Background: an optimization exercise with open tools, aiming at small area, a short achievable clock period and few clock cycles. Do not read the settings as production practice. At most, simulation tests tie the RTL to the original design; equivalence was not proved.

Design complex_mean_square, start of the top module:
module complex_mean_square (
    input wire i_clk,
    input wire i_arst,
    input wire i_en,
    input wire [2:0] i_log2_samples,
    input wire        i_valid,
    input wire [31:0] i_y,
    input wire [31:0] i_y_hat,
    output reg        o_valid,
    output reg [63:0] o_data
);
    reg        busy_r;       
    reg        skip_r;       
    reg        take_en_r;    
    reg  [6:0] cnt_r;        
    reg  [2:0] k_r;          
    reg        last1_r, last2_r;
    wire       start = ~busy_r & i_en;
    wire       take  = take_en_r & i_valid;
    wire [6:0] n_m1  = ~(7'h7f << k_r);
    wire       last  = take & (cnt_r == n_m1);
    always @(posedge i_clk or posedge i_arst) begin
        if (i_arst) begin
            busy_r    <= 1'b0;
            skip_r    <= 1'b0;
            take_en_r <= 1'b0;
            last1_r   <= 1'b0;
            last2_r   <= 1'b0;
            o_valid   <= 1'b0;
        end else begin
            if (start) begin
  ...
For scale: roughly 2400 cells after synthesis, ~240 flip-flops.
==> flow/config.mk <==
export PLATFORM = sky130hd
export DESIGN_NAME = complex_mean_square
export DESIGN_NICKNAME = complex_mean_square
export VERILOG_FILES = /design/flow/design.v
export SDC_FILE = /design/flow/constraint.sdc
export NUM_CORES = 4
export LEC_CHECK = 0
export CAP_MARGIN = 20
export CORE_MARGIN = 2
export CORE_UTILIZATION = 60
export SLEW_MARGIN = 20
export SYNTH_HIERARCHICAL = 1
export SYNTH_MINIMUM_KEEP_SIZE = 0
==> flow/constraint.sdc <==
create_clock -name core_clock -period 13.5 [get_ports {i_clk}]
set_input_delay 2.7000 -clock core_clock [delete_from_list [all_inputs] [get_ports {i_clk}]]
set_output_delay 2.7000 -clock core_clock [all_outputs]
set_load 0.01 [all_outputs]
standard.sh (not shown) runs the stock make flow with config.mk's settings and CLKGATE_MAP_FILE= SYNTH_SCRIPT=/design/flow/synth_recipe.tcl, a recipe that flattens the netlist after the stock synthesis.
==> flow/flow/run.sh <==
#!/bin/bash
# The standard layout, with timing repair aimed at a shorter period than the
# clock's: the constraints are unchanged, repair_timing gets a setup margin
# and may resize cells to other footprints; the ports get plain buffers.
set -euo pipefail
bash standard.sh SETUP_SLACK_MARGIN=9.7 MATCH_CELL_FOOTPRINT=0 \
  "BUFFER_PORTS_ARGS=-buffer_cell sky130_fd_sc_hd__buf_2" finish > standard_flow.log 2>&1
The starting point finished clean.
Testbench counts at the start, summed over its fixed seeds: cycles 15,043.
Change:
==> flow/run.sh (new file) <==
#!/bin/bash
# synth_recipe.tcl (not shown) runs the flow's synth.tcl, then flattens the netlist and writes it again
# the make line also repeats each setting of config.mk as NAME=value (left out here)
make -C /OpenROAD-flow-scripts/flow DESIGN_CONFIG=/design/flow/config.mk WORK_HOME=/design/flow/orfs CLKGATE_MAP_FILE= SYNTH_SCRIPT=/design/flow/synth_recipe.tcl finish
removed: flow/flow/run.sh
removed: flow/standard.sh
Result: Hold slack loses 0.0043 ns; utilization shrinks by 3.0 points; final area shrinks by 4.3%.
Change:
==> flow/flow/run.sh (new file) <==
#!/bin/bash
# The standard layout, with timing repair aimed at a shorter period than the
# clock's: the constraints are unchanged, repair_timing gets a setup margin
# and may resize cells to other footprints; the ports get plain buffers.
set -euo pipefail
bash standard.sh SETUP_SLACK_MARGIN=9.5 MATCH_CELL_FOOTPRINT=0 \
  "BUFFER_PORTS_ARGS=-buffer_cell sky130_fd_sc_hd__buf_2" finish > standard_flow.log 2>&1
==> flow/standard.sh (new file) <==
#!/bin/bash
# synth_recipe.tcl (not shown) runs the flow's synth.tcl, then flattens the netlist and writes it again
# the make line also repeats each setting of config.mk as NAME=value (left out here)
make -C /OpenROAD-flow-scripts/flow DESIGN_CONFIG=/design/flow/config.mk WORK_HOME=/design/flow/orfs CLKGATE_MAP_FILE= SYNTH_SCRIPT=/design/flow/synth_recipe.tcl "${@:-finish}"
removed: flow/run.sh
Outcome: Clock skew hardly moves; core utilization goes down by 0.59 points; wire length goes down by about 1%; global-route usage goes down by 0.28 points; non-clock buffer count goes up by 4; clock-buffer cell count goes up by 2; cell area goes down by about 0.9%; worst hold slack gets better by 0.0049 ns; worst setup slack gets better by 0.61 ns; cell count is about the same.

* * *

Another version of the RTL of complex_mean_square (not shown whole).
Size in the first run: ~2,800 cells after synthesis, roughly 0.026 mm2 of cells after synthesis.
clock: 13.5 ns
lec_check: 0
cap_margin: 20
core_margin: 2
core_utilization: 40
slew_margin: 20
synth_hierarchical: 1
synth_minimum_keep_size: 0
==> flow/flow/run.sh <==
#!/bin/bash
# The standard layout, with timing repair aimed at a shorter period than the
# clock's (the constraints are unchanged; only repair_timing's setup margin).
set -euo pipefail
bash standard.sh SETUP_SLACK_MARGIN=9.0 finish > standard_flow.log 2>&1
Next try:
==> flow/run.sh (new file) <==
#!/bin/bash
# synth_recipe.tcl (not shown) runs the flow's synth.tcl, then flattens the netlist and writes it again
# the make line also repeats each setting of config.mk as NAME=value (left out here)
make -C /OpenROAD-flow-scripts/flow DESIGN_CONFIG=/design/flow/config.mk WORK_HOME=/design/flow/orfs CLKGATE_MAP_FILE= SYNTH_SCRIPT=/design/flow/synth_recipe.tcl finish
removed: flow/flow/run.sh
removed: flow/standard.sh
After rerunning:
- clock skew stays flat
- utilization barely changes
- setup slack got worse by 0.17 ns
- global-route usage barely changes
- clock-buffer cell count stays the same
No functional check of the RTL was part of any run of this note.

* * *

RTL: one of the versions met above, not the one the previous note started from.
Size: ~2400 cells after synthesis, ~240 flip-flops, roughly 140 I/O pins, roughly 0.025 mm² of cells after synthesis.
export LEC_CHECK = 0
export CAP_MARGIN = 20
export CORE_MARGIN = 2
export CORE_UTILIZATION = 60
export SLEW_MARGIN = 20
export SYNTH_HIERARCHICAL = 1
export SYNTH_MINIMUM_KEEP_SIZE = 0
create_clock -name core_clock -period 13.5 [get_ports {i_clk}]
==> flow/flow/run.sh <==
#!/bin/bash
# The standard layout, with timing repair aimed at a shorter period than the
# clock's: the constraints are unchanged, repair_timing gets a setup margin
# and may resize cells to other footprints; the ports get plain buffers.
set -euo pipefail
bash standard.sh SETUP_SLACK_MARGIN=9.5 MATCH_CELL_FOOTPRINT=0 REMOVE_ABC_BUFFERS=1 \
  "BUFFER_PORTS_ARGS=-buffer_cell sky130_fd_sc_hd__buf_2" finish > standard_flow.log 2>&1
Testbench counts at the start, summed over its fixed seeds: cycles 15,043.
Edit:
--- a/flow/flow/run.sh
+++ b/flow/flow/run.sh
@@ -4,4 +4,4 @@
 # and may resize cells to other footprints; the ports get plain buffers.
 set -euo pipefail
-bash standard.sh SETUP_SLACK_MARGIN=9.5 MATCH_CELL_FOOTPRINT=0 REMOVE_ABC_BUFFERS=1 \
+bash standard.sh SETUP_SLACK_MARGIN=9.5 MATCH_CELL_FOOTPRINT=0 \
   "BUFFER_PORTS_ARGS=-buffer_cell sky130_fd_sc_hd__buf_2" finish > standard_flow.log 2>&1
CAP_MARGIN = 0   (was 20)
SLEW_MARGIN = 0   (was 20)
The new run passed the timing, design-rule and antenna checks. Cell count went down by 0.33%. Via count falls by 0.50%.
Edit:
CAP_MARGIN = 20   (was 0)
PLACE_DENSITY = 0.8   (was not set)
SLEW_MARGIN = 20   (was 0)
The changed run ran to the end with no violations.
Die area is unchanged.
Design area barely changes.
Register-to-register slack is better by 20 ps.
Critical path depth drops by 1.
Setup slack is worse by 9.9 ps.
Wire length climbs by 2.1%.
Area after synthesis is unchanged.
Utilization drops by 0.18 points.
Global-route usage climbs by 0.49 points.
Via count climbs by 2.2%.

==> port drivers added, routing unchanged <==
Ports are ideal in the flow. The routed layouts listed here were re-timed in OpenROAD. Step 1 (the two cells are an assumption about what drives the block):
set clk [get_ports {i_clk}]
set_driving_cell -lib_cell sky130_fd_sc_hd__clkbuf_16 $clk
set_driving_cell -lib_cell sky130_fd_sc_hd__buf_2 [delete_from_list [all_inputs] $clk]
Step 2 also shifts input and output timing later by t, the mid clock arrival at the registers, as if the neighbouring blocks saw the same clock. Three values: ideal, step 1, step 2; two values: the first two.
| run | shift t [ns] | slack for setup (ns) | hold slack, ns | pins driven straight from the clock port |
|---|---|---|---|---|
| the first run of note 1 | 0.618 | 9.514 / 9.547 / 8.929 | 0.348 / 0.348 / 0.348 | 1 |
| the second run of note 1 | 0.614 | 8.929 / 8.966 / 8.352 | 0.343 / 0.343 / 0.343 | 1 |
| the third run of note 1 | 0.615 | 9.540 / 9.578 / 8.963 | 0.348 / 0.348 / 0.348 | 1 |
| the first run of note 2 | 0.638 | 9.059 / 9.003 / 8.509 | 0.351 / 0.351 / 0.351 | 1 |
| the second run of note 2 | 0.637 | 8.890 / 8.890 / 8.502 | 0.351 / 0.351 / 0.351 | 1 |
| the first run of note 3 | 0.623 | 9.544 / 9.576 / 8.952 | 0.373 / 0.373 / 0.373 | 1 |
| the second run of note 3 | 0.613 | 9.541 / 9.579 / 8.966 | 0.348 / 0.348 / 0.348 | 1 |
| the third run of note 3 | 0.616 | 9.531 / 9.554 / 8.938 | 0.359 / 0.359 / 0.359 | 1 |
After both steps every run listed still meets setup and hold. The setup slack of the third run of note 3, which loses most, moves by +0.023 ns with the drivers and by -0.593 ns with both steps.
